From an optimization exercise on the open Yosys and OpenROAD flow, aimed at small area, a short achievable clock period and few clock cycles; shortcuts taken in it are not production practice. Where RTL was checked, it was by simulation tests only, not by an equivalence proof against the original.

==> inputs of trial 73 <==
Design axi_matrix_accelerator, start of the top module:
module axi_matrix_accelerator #(
    parameter ADDR_W = 32,
    parameter DATA_W = 32
) (
    input  logic clk,
    input  logic rst_n,
    input  logic [ADDR_W-1:0] s_axi_awaddr,
    input  logic        s_axi_awvalid,
    output logic        s_axi_awready,
    input  logic [DATA_W-1:0] s_axi_wdata,
    input  logic        s_axi_wvalid,
    output logic        s_axi_wready,
    output logic        s_axi_bvalid,
    output logic [1:0]  s_axi_bresp,
    input  logic        s_axi_bready,
    input  logic [ADDR_W-1:0] s_axi_araddr,
    input  logic        s_axi_arvalid,
    output logic        s_axi_arready,
    output logic [DATA_W-1:0] s_axi_rdata,
    output logic [1:0]  s_axi_rresp,
    output logic        s_axi_rvalid,
    input  logic        s_axi_rready,
    input  logic [DATA_W-1:0] s_axis_a_tdata,
    input  logic        s_axis_a_tvalid,
    output logic        s_axis_a_tready,
    input  logic        s_axis_a_tlast,
  ...
Settings: LEC_CHECK=0, ABC_AREA=1, CAP_MARGIN=20, CORE_MARGIN=2, CORE_UTILIZATION=45, CTS_BUF_LIST=sky130_fd_sc_hd__clkbuf_16, CTS_CLUSTER_DIAMETER=120, CTS_CLUSTER_SIZE=22, PLACE_DENSITY=0.7, SLEW_MARGIN=20; clock period 11.0 ns.
standard.sh (not shown) runs the stock make flow with config.mk's settings and CLKGATE_MAP_FILE= SYNTH_SCRIPT=/design/flow/synth_recipe.tcl, a recipe that flattens the netlist after the stock synthesis.
==> flow/flow/run.sh <==
#!/bin/bash
# The standard layout (the standard.sh, unchanged synthesis), with
#  - the port buffers made of sky130_fd_sc_hd__buf_2 (ORFS otherwise picks a
#    delay cell); every port still gets its buffer.
# make's output goes to make_finish.log; each step's full log stays in orfs/logs/.
set -euo pipefail
MARGIN=$(cat flow/margin.txt)
bash standard.sh SETUP_SLACK_MARGIN=$MARGIN \
    "BUFFER_PORTS_ARGS=-buffer_cell sky130_fd_sc_hd__buf_2" finish > make_finish.log 2>&1
==> flow/flow/margin.txt <==
7.3
==> build 12: changes against trial 73 <==
==> flow/flow/margin.txt (replaced) <==
7.2
Settings changed: ABC_AREA 1 to not set, ABC_CLOCK_PERIOD_IN_PS set to 3500, CTS_BUF_LIST sky130_fd_sc_hd__clkbuf_16 to not set, CTS_CLUSTER_DIAMETER 120 to not set, CTS_CLUSTER_SIZE 22 to not set, PLACE_DENSITY 0.7 to not set.
==> qor summary <==
| quantity | build 12 | trial 73 |
|---|---|---|
| Achievable frequency | 247.1 MHz | 259.3 MHz |
| Most frequently used cell type in the post-synthesis netlist | edfxtp_1 | nand2_1 |
| Multi-input combinational cell count | 1661 | 2426 |
| Cell depth of the worst flop-to-flop path | 12 | 9 |
| Non-clock buffer instance count of the final layout | 380 | 371 |
| Global-route met3 utilization | 3.799% | 3.590% |
| Area share of and/or/nand/nor cells after synthesis | 3.971% | 13.08% |
| Run status | no timing/DRC/antenna violations | no timing/DRC/antenna violations |
| Routed wire length on met2 | 50970 um | 52160 um |
| Maximum number of pins on one net before global-route repair | 80 | 92 |
| Via count of the first global-routing pass | 25600 | 28550 |
| Critical path capture point | u_compute.out_q[31] | u_compute.u_dp.cs_q[87] |
| Proportion of cell area occupied by multi-input gates | 34.89% | 35.28% |
| Compound-gate portion of the synthesized area | 9.244% | 6.636% |
| Max-slew headroom | 33.21% | 25.09% |
Testbench counts of trial 73, summed over its fixed seeds: cycles 9,492.
Testbench counts of build 12, summed over its fixed seeds: cycles 9,492.

==> inputs of try-amber <==
Starting RTL as in the previous note.
export LEC_CHECK = 0
export CAP_MARGIN = 20
export CORE_MARGIN = 2
export CORE_UTILIZATION = 45
export CTS_BUF_LIST = sky130_fd_sc_hd__clkbuf_16
export CTS_CLUSTER_DIAMETER = 135
export CTS_CLUSTER_SIZE = 26
export SLEW_MARGIN = 20
create_clock -name core_clock -period 11.0 [get_ports {clk}]
==> flow/flow/margin.txt <==
7.0
Scripts as last shown in full above: flow/flow/run.sh
==> try-quartz: changes against try-amber <==
--- a/flow/design.v
+++ b/flow/design.v
@@ -1,14 +1,14 @@
 module mac (
     input  logic [31:0] a,
     input  logic [15:0] one,
     input  logic [15:0] two,
     input  logic [15:0] neg,
-    output logic [95:0] cs
+    output logic [89:0] cs
 );
     wire m1 = ((one[0] & a[0]) | (two[0] & 1'b0)) ^ neg[0];
     wire m2 = ((one[0] & a[1]) | (two[0] & a[0])) ^ neg[0];
     wire m3 = ((one[0] & a[2]) | (two[0] & a[1])) ^ neg[0];
     wire m4 = ((one[0] & a[3]) | (two[0] & a[2])) ^ neg[0];
     wire m5 = ((one[0] & a[4]) | (two[0] & a[3])) ^ neg[0];
     wire m6 = ((one[0] & a[5]) | (two[0] & a[4])) ^ neg[0];
     wire m7 = ((one[0] & a[6]) | (two[0] & a[5])) ^ neg[0];
@@ -665,22 +665,35 @@
     wire m658 = m593 ^ m595 ^ m596;
     wire m659 = (m593 & m595) | (m593 & m596) | (m595 & m596);
     wire m660 = m597 ^ m599 ^ m600;
     wire m661 = (m597 & m599) | (m597 & m600) | (m599 & m600);
     wire m662 = m601 ^ m603 ^ m604;
     wire m663 = (m601 & m603) | (m601 & m604) | (m603 & m604);
     wire m664 = m605 ^ m607 ^ m608;
     wire m665 = (m605 & m607) | (m605 & m608) | (m607 & m608);
-    wire m666 = m273 ^ m299 ^ m301 ^ m303 ^ m305 ^ m395 ^ m397 ^ m399 ^ m401;
-    assign cs = {m665, m611, m609, m515, m513, m511, m666, m610, m664, m663, m606, m662, m661, m602, m660, m659, m598, m658, m657, m594, m656, m655, m590, m654, m653, m586, m652, m651, m582, m650, m649, m578, m648, m647, m574, m646, m645, m570, m644, m643, m566, m642, m641, m562, m640, m639, m558, m638, m637, m554, m636, m635, m550, m634, m633, m546, m632, m631, m542, m630, m629, m538, m628, m627, m534, m626, m625, m530, m624, m623, m526, m622, m621, neg[4], m620, m619, m92, m618, m617, neg[3], m616, m615, m64, m614, m613, neg[2], m63, m612, m34, m4, neg[1], m33, m3, m2, neg[0], m1};
+    wire m666 = m299 ^ m301;
+    wire m667 = m303 ^ m305;
+    wire m668 = m666 ^ m667;
+    wire m669 = m273 ^ m395;
+    wire m670 = m397 ^ m399;
+    wire m671 = m401 ^ m668;
+    wire m672 = m669 ^ m670;
+    wire m673 = m671 ^ m511;
+    wire m674 = m513 ^ m515;
+    wire m675 = m672 ^ m673;
+    wire m676 = m674 ^ m609;
+    wire m677 = m611 ^ m675;
+    wire m678 = m676 ^ m677;
+    wire m679 = m665 ^ m678;
+    assign cs = {m679, m610, m664, m663, m606, m662, m661, m602, m660, m659, m598, m658, m657, m594, m656, m655, m590, m654, m653, m586, m652, m651, m582, m650, m649, m578, m648, m647, m574, m646, m645, m570, m644, m643, m566, m642, m641, m562, m640, m639, m558, m638, m637, m554, m636, m635, m550, m634, m633, m546, m632, m631, m542, m630, m629, m538, m628, m627, m534, m626, m625, m530, m624, m623, m526, m622, m621, neg[4], m620, m619, m92, m618, m617, neg[3], m616, m615, m64, m614, m613, neg[2], m63, m612, m34, m4, neg[1], m33, m3, m2, neg[0], m1};
 endmodule
 module mac_sum (
     input  logic [31:0] base,
-    input  logic [95:0] cs,
+    input  logic [89:0] cs,
     output logic [31:0] sum
 );
     wire t1 = base[2] ^ cs[3];
     wire t2 = base[2] & cs[3];
     wire t3 = base[3] ^ cs[6];
     wire t4 = base[3] & cs[6];
     wire t5 = base[4] ^ cs[8] ^ cs[9];
     wire t6 = (base[4] & cs[8]) | (base[4] & cs[9]) | (cs[8] & cs[9]);
@@ -1103,78 +1116,68 @@
     wire t423 = t168 ^ t392;
     wire t424 = t170 ^ t393;
     wire t425 = t172 ^ t394;
     wire t426 = t174 ^ t395;
     wire t427 = t176 ^ t396;
     wire t428 = t178 ^ t397;
     wire t429 = t180 ^ t398;
     wire t430 = t182 ^ t399;
-    wire t431 = base[31] ^ cs[89] ^ cs[90] ^ cs[91] ^ cs[92] ^ cs[93] ^ cs[94] ^ cs[95] ^ t58 ^ t120 ^ t400;
+    wire t431 = base[31] ^ cs[89] ^ t58 ^ t120 ^ t400;
     assign sum = {t431, t430, t429, t428, t427, t426, t425, t424, t423, t422, t421, t420, t419, t418, t417, t416, t415, t414, t413, t412, t411, t410, t409, t408, t407, t406, t405, t404, t403, t402, t401, t122};
 endmodule
 module mac_array_mxn (
     input  logic        clk,
     input  logic        we,
     input  logic        n2,
-    input  logic        clr,
-    input  logic        clr_all,
     input  logic [31:0] d,
     output logic [31:0] cur
 );
     logic [31:0] oth;
-    wire  [31:0] dz = (clr | clr_all) ? 32'd0 : d;
     always_ff @(posedge clk) begin
-        if (we | clr_all) begin
-            cur <= (n2 & ~clr_all) ? oth : dz;
-            oth <= dz;
+        if (we) begin
+            cur <= n2 ? oth : d;
+            oth <= d;
         end
     end
 endmodule
 module matmul_datapath (
     input  logic        clk,
-    input  logic        rst_n,
     input  logic        adv,
     input  logic        v2,       
     input  logic        n2,       
-    input  logic        l2,       
+    input  logic        f2,       
     input  logic [31:0] a,
     input  logic [15:0] one,
     input  logic [15:0] two,
     input  logic [15:0] neg,
     output logic [31:0] res       
 );
-    localparam int NB = 96;    
+    localparam int NB = 90;    
     logic [NB-1:0] cs, cs_q;
     logic [31:0] acc_cur;
-    logic        fresh_q;    
-    always_ff @(posedge clk or negedge rst_n) begin
-        if (!rst_n) fresh_q <= 1'b1;
-        else        fresh_q <= 1'b0;
-    end
     mac u_mul (
         .a    (a),
         .one  (one),
         .two  (two),
         .neg  (neg),
         .cs   (cs)
     );
     always_ff @(posedge clk)
         if (adv) cs_q <= cs;
+    wire [31:0] base = f2 ? 32'd0 : acc_cur;
     mac_sum u_sum (
-        .base (acc_cur),
+        .base (base),
         .cs   (cs_q),
         .sum  (res)
     );
     mac_array_mxn u_acc (
         .clk (clk),
         .we  (adv & v2),
         .n2  (n2),
-        .clr (l2),
-        .clr_all (fresh_q),
         .d   (res),
         .cur (acc_cur)
     );
 endmodule
 module compute_wrapper (
     input  logic        clk,
     input  logic        rst_n,
     input  logic [31:0] s_axis_a_tdata,
@@ -1196,18 +1199,18 @@
 );
     wire       m2    = cfg_m[1];
     wire       n2    = cfg_n[1];
     wire [1:0] klast = cfg_k[1:0] - 2'd1;
     wire [3:0] kn    = n2 ? {cfg_k[2:0], 1'b0} : {1'b0, cfg_k[2:0]};
     logic       i_q, j_q, idone_q, a_have_q, a_rdy_q, b_rdy_q;
     logic [1:0] k_q;
     logic [3:0] b_cnt_q;
-    logic       v1_q, l1_q, t1_q;
-    logic       v2_q, l2_q, t2_q;
+    logic       v1_q, f1_q, l1_q, t1_q;
+    logic       v2_q, f2_q, l2_q, t2_q;
     logic       ov_q, ol_q, sv_q, sl_q;
     logic [31:0] bstore [8];
     logic [31:0] op_a;
     logic [15:0] one_q, two_q, neg_q;
     logic [31:0] out_q, skid_q;
     wire adv = ~sv_q;
     wire a_hs  = s_axis_a_tvalid & a_rdy_q;
     wire b_hs  = s_axis_b_tvalid & b_rdy_q;
@@ -1287,35 +1290,36 @@
         if (adv) begin
             one_q <= one_d;
             two_q <= two_d;
             neg_q <= neg_d;
         end
     end
     always_ff @(posedge clk or negedge rst_n) begin
         if (!rst_n) begin
-            v1_q <= 1'b0; l1_q <= 1'b0; t1_q <= 1'b0;
-            v2_q <= 1'b0; l2_q <= 1'b0; t2_q <= 1'b0;
+            v1_q <= 1'b0; f1_q <= 1'b0; l1_q <= 1'b0; t1_q <= 1'b0;
+            v2_q <= 1'b0; f2_q <= 1'b0; l2_q <= 1'b0; t2_q <= 1'b0;
         end else if (adv) begin
             v1_q <= issue;
+            f1_q <= (k_q == 2'd0);
             l1_q <= k_end;
             t1_q <= k_end & j_end & i_end;
             v2_q <= v1_q;
+            f2_q <= f1_q;
             l2_q <= l1_q;
             t2_q <= t1_q;
         end
     end
     logic [31:0] res;
     matmul_datapath u_dp (
         .clk   (clk),
-        .rst_n (rst_n),
         .adv   (adv),
         .v2    (v2_q),
         .n2    (n2),
-        .l2    (l2_q),
+        .f2    (f2_q),
         .a     (op_a),
         .one   (one_q),
         .two   (two_q),
         .neg   (neg_q),
         .res   (res)
     );
     wire push = adv & v2_q & l2_q;
     assign sv_d = sv_q ? ~pop : (push & ov_q & ~pop);
@@ -1371,54 +1375,43 @@
     input  logic        s_axi_rready,
     output logic [31:0] cfg_m,
     output logic [31:0] cfg_k,
     output logic [31:0] cfg_n,
     input  logic        job_end       
 );
     logic [31:1] ctrl_q;
     logic [31:0] cfg_m_q, cfg_k_q, cfg_n_q;
-    logic [3:0]  wrote_q;     
     logic        done_q;
     logic        bvalid_q, bresp_q, awready_q, arready_q;
     logic        rpend_q, rvalid_q, rresp_q, rdone_q;
     logic [4:0]  rsel_q;      
     logic [31:0] rdata_q;
     wire wr = s_axi_awvalid & s_axi_wvalid & awready_q;
     wire [7:0] wa = s_axi_awaddr[7:0];
     wire full_ok = (s_axi_awaddr[31:5] == 27'd0) &&
                    (s_axi_awaddr[4:0] == 5'h00 || s_axi_awaddr[4:0] == 5'h08 ||
                     s_axi_awaddr[4:0] == 5'h0C || s_axi_awaddr[4:0] == 5'h10);
-    logic [3:0]  wsel_q;      
-    logic [31:0] wd_q;
-    wire start = wsel_q[0] & wd_q[0];
-    always_ff @(posedge clk or negedge rst_n) begin
-        if (!rst_n)
-            wsel_q <= '0;
-        else
-            wsel_q <= {wr && wa == 8'h10, wr && wa == 8'h0C, wr && wa == 8'h08, wr && wa == 8'h00};
-    end
-    always_ff @(posedge clk)
-        wd_q <= s_axi_wdata;
+    wire start = wr && wa == 8'h00 && s_axi_wdata[0];
     always_ff @(posedge clk or negedge rst_n) begin
-        if (!rst_n)
-            wrote_q <= '0;
-        else
-            wrote_q <= wrote_q | wsel_q;
-    end
-    always_ff @(posedge clk) begin
-        if (wsel_q[0]) ctrl_q  <= wd_q[31:1];
-        if (wsel_q[1]) cfg_m_q <= wd_q;
-        if (wsel_q[2]) cfg_k_q <= wd_q;
-        if (wsel_q[3]) cfg_n_q <= wd_q;
+        if (!rst_n) begin
+            ctrl_q  <= '0;
+            cfg_m_q <= '0;
+            cfg_k_q <= '0;
+            cfg_n_q <= '0;
+        end else if (wr) begin
+            case (wa)
+                8'h00: ctrl_q  <= s_axi_wdata[31:1];
+                8'h08: cfg_m_q <= s_axi_wdata;
+                8'h0C: cfg_k_q <= s_axi_wdata;
+                8'h10: cfg_n_q <= s_axi_wdata;
+                default: ;
+            endcase
+        end
     end
-    wire [31:1] ctrl_v  = wrote_q[0] ? ctrl_q  : '0;
-    wire [31:0] cfg_m_v = wrote_q[1] ? cfg_m_q : '0;
-    wire [31:0] cfg_k_v = wrote_q[2] ? cfg_k_q : '0;
-    wire [31:0] cfg_n_v = wrote_q[3] ? cfg_n_q : '0;
     always_ff @(posedge clk or negedge rst_n) begin
         if (!rst_n) begin
             bvalid_q  <= 1'b0;
             awready_q <= 1'b1;
             bresp_q   <= 1'b0;
             done_q    <= 1'b0;
         end else begin
             if (wr) begin
@@ -1450,35 +1443,35 @@
         end
     end
     always_ff @(posedge clk) begin
         if (ar) begin
             rsel_q  <= {ra == 8'h10, ra == 8'h0C, ra == 8'h08, ra == 8'h04, ra == 8'h00};
             rdone_q <= done_q;
         end
         if (rpend_q) begin
-            rdata_q <= ({32{rsel_q[0]}} & {ctrl_v, 1'b0}) |
+            rdata_q <= ({32{rsel_q[0]}} & {ctrl_q, 1'b0}) |
                        ({32{rsel_q[1]}} & {31'd0, rdone_q}) |
-                       ({32{rsel_q[2]}} & cfg_m_v) |
-                       ({32{rsel_q[3]}} & cfg_k_v) |
-                       ({32{rsel_q[4]}} & cfg_n_v);
+                       ({32{rsel_q[2]}} & cfg_m_q) |
+                       ({32{rsel_q[3]}} & cfg_k_q) |
+                       ({32{rsel_q[4]}} & cfg_n_q);
             rresp_q <= ~|rsel_q;
         end
     end
     assign s_axi_awready = awready_q;
     assign s_axi_wready  = awready_q;
     assign s_axi_bvalid  = bvalid_q;
     assign s_axi_bresp   = {bresp_q, 1'b0};
     assign s_axi_arready = arready_q;
     assign s_axi_rvalid  = rvalid_q;
     assign s_axi_rdata   = rdata_q;
     assign s_axi_rresp   = {rresp_q, 1'b0};
-    assign cfg_m = cfg_m_v;
-    assign cfg_k = cfg_k_v;
-    assign cfg_n = cfg_n_v;
+    assign cfg_m = cfg_m_q;
+    assign cfg_k = cfg_k_q;
+    assign cfg_n = cfg_n_q;
 endmodule
 module axi_matrix_accelerator #(
     parameter ADDR_W = 32,
     parameter DATA_W = 32
 ) (
     input  logic clk,
     input  logic rst_n,
     input  logic [ADDR_W-1:0] s_axi_awaddr,
==> flow/flow/run.sh (replaced) <==
#!/bin/bash
set -euo pipefail
MARGIN=$(cat flow/margin.txt)
bash standard.sh SETUP_SLACK_MARGIN=$MARGIN finish > make_finish.log 2>&1
==> flow/flow/margin.txt (replaced) <==
7.5
==> flow/config.mk (replaced) <==
export PLATFORM = sky130hd
export DESIGN_NAME = axi_matrix_accelerator
export DESIGN_NICKNAME = axi_matrix_accelerator
export VERILOG_FILES = /design/flow/design.v
export SDC_FILE = /design/flow/constraint.sdc
export NUM_CORES = 4
export LEC_CHECK = 0
export ABC_CLOCK_PERIOD_IN_PS = 3500
export CAP_MARGIN = 20
export CORE_MARGIN = 2
export CORE_UTILIZATION = 45
export SLEW_MARGIN = 20
==> qor summary <==
quantity	try-amber	try-quartz
Number of synthesized flops with an enable pin	726	593
Multi-input gates	1661	1818
Hold depth	1	0
Die Y-Extent	305.6 um	306.3 um
Number of antenna violations at the first check in global routing	14	6
Share of the clock period used by the worst path	37.11%	40.60%
Total number of cells along the worst setup path	13	14
Result of the run	no timing/DRC/antenna violations	no timing/DRC/antenna violations
Crit path to	u_compute.out_q[31]	u_compute.u_dp.cs_q[89]
Number of instances resized during post-cts repair	60	620
Measured slew at the worst slew-check pin	1.141 ns	0.9742 ns
Clk_skew	0.02361 ns	0.03144 ns
Number of buffers added for setup after CTS	22	142
Most frequent cell on the critical path	fa_1	xnor2_1
Met3 wirelength from detailed routing	4.818 mm	6.586 mm
Clock transition time at the flip-flop clock pins of the worst setup and hold paths	0.10 ns	0.07 ns
Met2 wirelength from detailed routing	49.95 mm	59.03 mm
Placer's final routability congestion estimate	0.8474	0.8700
Overall routing resource usage	20.91%	24.74%
Count of inverters other than clock inverters in the layout	220	229
Setup WS pre-CTS	6.175 ns	5.706 ns
Post-route cell area	0.04525 mm2	0.05141 mm2
Testbench counts of try-amber, summed over its fixed seeds: cycles 9,492.
For try-quartz, only the layout was checked, not whether the RTL still works.

[port drivers added, routing unchanged]
The flow's constraints put no driver on any port. The routed layouts listed below were extracted and timed again, unchanged, in two steps. Step 1 (the two cells are an assumption about what drives the block):
set clk [get_ports {clk}]
set_driving_cell -lib_cell sky130_fd_sc_hd__clkbuf_16 $clk
set_driving_cell -lib_cell sky130_fd_sc_hd__buf_2 [delete_from_list [all_inputs] $clk]
Step 2 times the ports against the registers' clock, not the clock port: input delays grow and output delays shrink by t, the midpoint of the rising clock arrivals with the driver on. Three values: ideal ports, drivers, drivers and shift; two values: the first two.
run | shift t [ns] | setup slack, ns | latest minus earliest clock arrival (ns) | worst register clock-pin slew, ns | worst data-port slew with drivers (ns)
trial 73 | 0.679 | 7.144 / 7.144 / 6.901 | 0.057 / 0.057 | 0.09 / 0.09 | 0.14
build 12 | 0.738 | 6.954 / 6.954 / 6.735 | 0.051 / 0.051 | 0.07 / 0.07 | 0.10
try-amber | 0.673 | 6.918 / 6.918 / 6.527 | 0.026 / 0.027 | 0.11 / 0.11 | 0.11
try-quartz | 0.726 | 6.534 / 6.534 / 6.534 | 0.036 / 0.037 | 0.07 / 0.07 | 0.12
After both steps setup and hold are still met in every run listed. The setup slack of try-amber, which loses most, moves by 0.000 ns with the drivers and by -0.391 ns with both steps.
